Context: an optimization exercise on an open-source flow, tuned for small area, a short achievable clock period and few clock cycles per item. The choices shown serve that exercise and are no tape-out recipe.
In this exercise RTL edits were held to simulation tests only and were not proved equivalent to the original.

--- flow/design.v ---
`timescale 1ns/1ps
module fir24_pruned_q15 #(
    parameter L           = 48,      
    parameter NZ          = 24,     
    parameter IN_W        = 16,     
    parameter COEF_W      = 16,    
    parameter MUL_W       = 32,   
    parameter ACC_W       = 40     
)(
    input  wire                      clk,
    input  wire                      rst_n,
    input  wire signed [IN_W-1:0]    data_in,
    input  wire                      data_in_valid,
    output wire                      data_in_ready,
    output reg  signed [ACC_W-1:0]   data_out,
    output reg                       data_out_valid
);
    localparam [NZ*COEF_W-1:0] COEF_ROM = {
        16'h009A,
        16'h00DF,
        16'hFE0F,
        16'hFE00,
        16'hFB71,
        16'h0073,
        16'hFB4E,
        16'h003B,
        16'h02F7,
        16'hFFB5,
        16'h2858,
        16'hC2D9,
        16'h2858,
        16'hFFB5,
        16'h02F7,
        16'h003B,
        16'hFB4E,
        16'h0073,
        16'hFB71,
        16'hFF5F,
        16'hFE00,
        16'hFE0F,
        16'h00DF,
        16'h009A
    };
    localparam [NZ*7-1:0] NONZERO_IDX = {
        7'd47, 7'd45, 7'd43, 7'd41, 7'd39, 7'd38,
        7'd37, 7'd36, 7'd35, 7'd34, 7'd33, 7'd32,
        7'd31, 7'd30, 7'd29, 7'd28, 7'd27, 7'd26,
        7'd25, 7'd24, 7'd23, 7'd21, 7'd19, 7'd17
    };
    localparam ST_IDLE = 2'd0,
               ST_MAC  = 2'd1,
               ST_OUT  = 2'd2;
    reg [1:0] state;
    assign data_in_ready = (state == ST_IDLE);
    wire accept = data_in_valid && data_in_ready;
    reg signed [IN_W-1:0] dline [0:L-1];
    integer i;
    always @(posedge clk or negedge rst_n)
        if (!rst_n) begin
            for (i=0; i<L; i=i+1)
                dline[i] <= 0;
        end else if (accept) begin
            for (i=L-1; i>0; i=i-1)
                dline[i] <= dline[i-1];
            dline[0] <= data_in;
        end
    reg [5:0] k;                        
    reg signed [ACC_W-1:0] acc;
    reg signed [MUL_W-1:0] mult;
    always @(posedge clk or negedge rst_n) begin
        if (!rst_n) begin
            state          <= ST_IDLE;
            k              <= 0;
            acc            <= 0;
            mult           <= 0;
            data_out       <= 0;
            data_out_valid <= 0;
        end else begin
            data_out_valid <= 0;
            case (state)
            ST_IDLE: if (data_in_valid) begin
                k    <= 0;
                acc  <= 0;
                mult <= 0;
                state <= ST_MAC;
            end
            ST_MAC: begin
                mult <=  $signed(dline[ NONZERO_IDX[k*7 +: 7] ]) *
                         $signed(COEF_ROM[k*COEF_W +: COEF_W]);
                acc  <=  acc + {{(ACC_W-MUL_W){mult[MUL_W-1]}}, mult};
                if (k == NZ-1)
                    state <= ST_OUT;
                else
                    k <= k + 1'b1;
            end
            ST_OUT: begin
                data_out       <= acc + {{(ACC_W-MUL_W){mult[MUL_W-1]}}, mult};
                data_out_valid <= 1'b1;
                state          <= ST_IDLE;
            end
            default: state <= ST_IDLE;
            endcase
        end
    end
endmodule
--- flow/run.sh ---
#!/bin/bash
# synth_recipe.tcl (not shown) runs the flow's synth.tcl, then flattens the netlist and writes it again
# the make line also repeats each setting of config.mk as NAME=value (left out here)
make -C /OpenROAD-flow-scripts/flow DESIGN_CONFIG=/design/flow/config.mk WORK_HOME=/design/flow/orfs CLKGATE_MAP_FILE= SYNTH_SCRIPT=/design/flow/synth_recipe.tcl finish
--- flow/config.mk ---
export PLATFORM = sky130hd
export DESIGN_NAME = fir24_pruned_q15
export DESIGN_NICKNAME = fir24_pruned_q15
export VERILOG_FILES = /design/flow/design.v
export SDC_FILE = /design/flow/constraint.sdc
export NUM_CORES = 4
export LEC_CHECK = 0
export CAP_MARGIN = 20
export CORE_MARGIN = 2
export CORE_UTILIZATION = 40
export SLEW_MARGIN = 20
--- flow/constraint.sdc ---
create_clock -name core_clock -period 10.0 [get_ports {clk}]
set_input_delay 2.0000 -clock core_clock [delete_from_list [all_inputs] [get_ports {clk}]]
set_output_delay 2.0000 -clock core_clock [all_outputs]
set_load 0.01 [all_outputs]
==> reports/metrics.yaml <==
root_buffer: "clkbuf_16"
io_buffers: 60
clk_pin_slew_ns: 0.06
critPathKind: "reg2reg"
drc: 0
vias: 44000
drt_iter0_drc: 5297
synth_top_area_share: 0.427
grt_pass1_wl_um: 263000
setup_ws_ns: 0.466
path_delay_family: "adder cells"
die_w_um: 365
pre_cts_ws_ns: 0.151
hold_depth: 2
r2r_start: "k[4]"
synth_flop_cell: "dfrtp_1"
setup_violations: 0
grt.total_usage: 0.257
worstHoldStart: "dline[7][5]"
critPathRequiredTime_ns: 10.65
clock.fmax_mhz: 105
place_hpwl_um: 119000
antenna_found_initial: 1
critPathLaunchType: "flip-flop"
status: "complete, no violations"
totalNegativeSetupSlack_ns: 0
grt_max_degree: 257
route.met2.wl_um: 74100
cap_violations: 0
initial_core_util: 0.403
tritoncts.num_buffers: 96
slew-limit-headroom: 0.196
clock-sinks: 889
postCtsSetupBuffers: 0
cpMaxStageDelayCell: "fa_1"
end_kind: "flip-flop"
layout_common_cells: "2493 x nand2_1, 885 x dfrtp_1, 307 x inv_1"
antenna_cells: 0
syn-num-nets: 6539
cts_htree_levels: 3
area_growth_pct: 12.4
rr_endpoint: "mult[29]"
n_fill_cell: 12500
rsz0062_at_grt: "no"
ys_ff_latch: 889
clock_path_buffers: 3
ys_warn_count: 2
synth_edf_count: 0
critical_path_peak_fanout: 22
coreArea_um2: 129000
dp_cells: 7750
clkLatencyLatePin_ns: 0.74
synthCells: 6128
place.gp.congestion: 0.928
synthTopCellsByArea: "dfrtp_1 43%, nand2_1 18%, fa_1 10%, ha_1 3.1%, inv_1 2.2%"
ys_seq_area_frac: 0.427
design.die.area_um2: 133000
dr.pass1.iters: 8
hold_violations: 0
r2r_cells: 36
cp-startpoint: "k[4]"
hold_path.class: "reg2reg"
report.final.slew_viol_count: 0
yosysTopAreaCell: "dfrtp_1"
wl_met1_um: 75000
cts_tree: "built"
ys_async_sr_fraction: 1.00
critPathMaxStageDelay_ns: 0.52
nNetsFinal: 6518
top_layer: "met4"
die_h_um: 365
tightestPinTransition_ns: 1.21
hold_path_end: "dline[8][5]"
grt_overflow_total: 0
wl_met3_um: 15300
drt-vias-per-instance: 5.55
crit_arrival_ns: 10.18
finalCritPeriodShare: 0.953
layout_commonest_cell: "nand2_1"
final.setup_skew_ns: 0.0537
finalNonFillerCells: 7927
wl_per_cell_um: 21.7
io_pins: 61
layout_min_cycle_time_ns: 9.53
rows: 132
drt_wl_total_um: 172000
crit_buf_inv: 12
regToRegSetupSlack_ns: 0.47
whs_ns: 0.472
first_global_vias: 42100
postCtsResizedCells: 0
layout-drive-gt1-share: 0.0797
hold_buffers: 0
synth.cell_area_um2: 52100
ant_nets: 0
synth_cell_types: 89
syn-mean-instance-area_um2: 8.50
sequential cells by signal, indices dropped and copies added (netlist names):
signal and cells:
dline 768, data_out_valid 1, mult 32, data_out 40
k 6, state 2, acc 40
metrics by stage:
| stage | area (um2) | utilization |
|---|---|---|
| 6_report | 58600 | 0.453 |
| 5_1_grt | 58600 | 0.453 |
| 4_1_cts | 58500 | 0.452 |
| 3_5_place_dp | 55200 | 0.427 |
| 3_3_place_gp | 55200 | 0.427 |
| 2_1_floorplan | 52100 | - |
synth_stat cells (10+ instances only):
cell / count
a31oi_1: 18
or3_1: 11
a21o_1: 38
o21ai_0: 176
a22oi_1: 122
nand3_1: 157
xnor2_1: 41
ha_1: 128
and2_1: 20
dfrtp_1: 889
nand2b_1: 39
and3_1: 19
o211ai_1: 16
a221oi_1: 32
a32o_1: 11
nor2_1: 210
a22o_1: 33
nand4_1: 23
or2_2: 56
a211oi_1: 19
a222oi_1: 48
a21oi_1: 130
nand2_1: 2495
buf_6: 14
buf_2: 52
mux2i_1: 24
fa_1: 264
nor2b_1: 45
o2bb2ai_1: 12
a2111oi_0: 14
a21boi_0: 10
o31ai_1: 14
xor2_1: 29
o22ai_1: 40
nor3_1: 44
inv_1: 307
a32oi_1: 21
a221o_1: 12
nor4_1: 13
o21a_1: 15
buf_1: 32
clkbuf_1: 277
layer usage:
metal  up-vias  GRT usage
li1      20000          -
met1     21700      0.370
met2      1864      0.379
met3       377     0.0520
met4         0      0.103
met5         -          0
tightest hold or removal path: cells and delay by family, from the launching register on:
family | cells | cell delay, ns
flops | 1 | 0.37
simple gates | 2 | 0.11
cells by family after synthesis:
logic type	after synthesis	synth area share
AOI/OAI and AO/OA	867	0.118
and+or+nand+nor	3186	0.250
xor gates and xnor gates	70	0.0118
adders and majority gates	392	0.132
DFF	889	0.427
buffers and inverters	688	0.0532
muxes	36	0.00773
worst max-delay path by stage:
stage | end | slack, ns | cells past startpoint
after CTS | mult[30] | 0.14 | 35
final | mult[29] | 0.47 | 36
after floorplan | mult[30] | 0.77 | 37
after global placement | mult[30] | 0.15 | 35
after detailed placement | mult[30] | 0.15 | 35
after global routing | mult[29] | 0.007 | 35
cell type report:
type	count	area [um2]	share of cell area
Inverter	308	1160	0.0197
Clock inverter	45	518	0.00885
Timing Repair Buffer	260	2420	0.0413
Clock buffer	131	2750	0.0469
Tap cell	1742	2180	0.0372
Sequential cell	889	22300	0.380
Multi-Input combinational cell	4552	27300	0.466
Testbench counts, summed over its fixed seeds: cycles 62,408, items 2,400.

==> separate check: timing with driven ports <==
No port has a modelled driver above. Below, the same layout with a new extraction and two added sets of constraints. Step 1 sets driving cells, clkbuf_16 on the clock port and buf_2 on the other inputs (assumed; they add their load-dependent delay and slew). Step 2 adds t to the input delays and takes it off the output delays; t is the mean of the earliest and latest rising clock arrival at the registers after step 1. Input paths then give back, and output paths get back, about the clock's delay inside the block. Three values: no drivers, after step 1, after step 2; two values: the first two.
t, ns: 0.781
slack for setup (ns): 0.466 / 0.466 / 0.466
pins driven straight from the clock port: 1
After both steps setup and hold are still met in this run. The setup slack of this run moves by 0.000 ns with the drivers and by 0.000 ns with both steps.
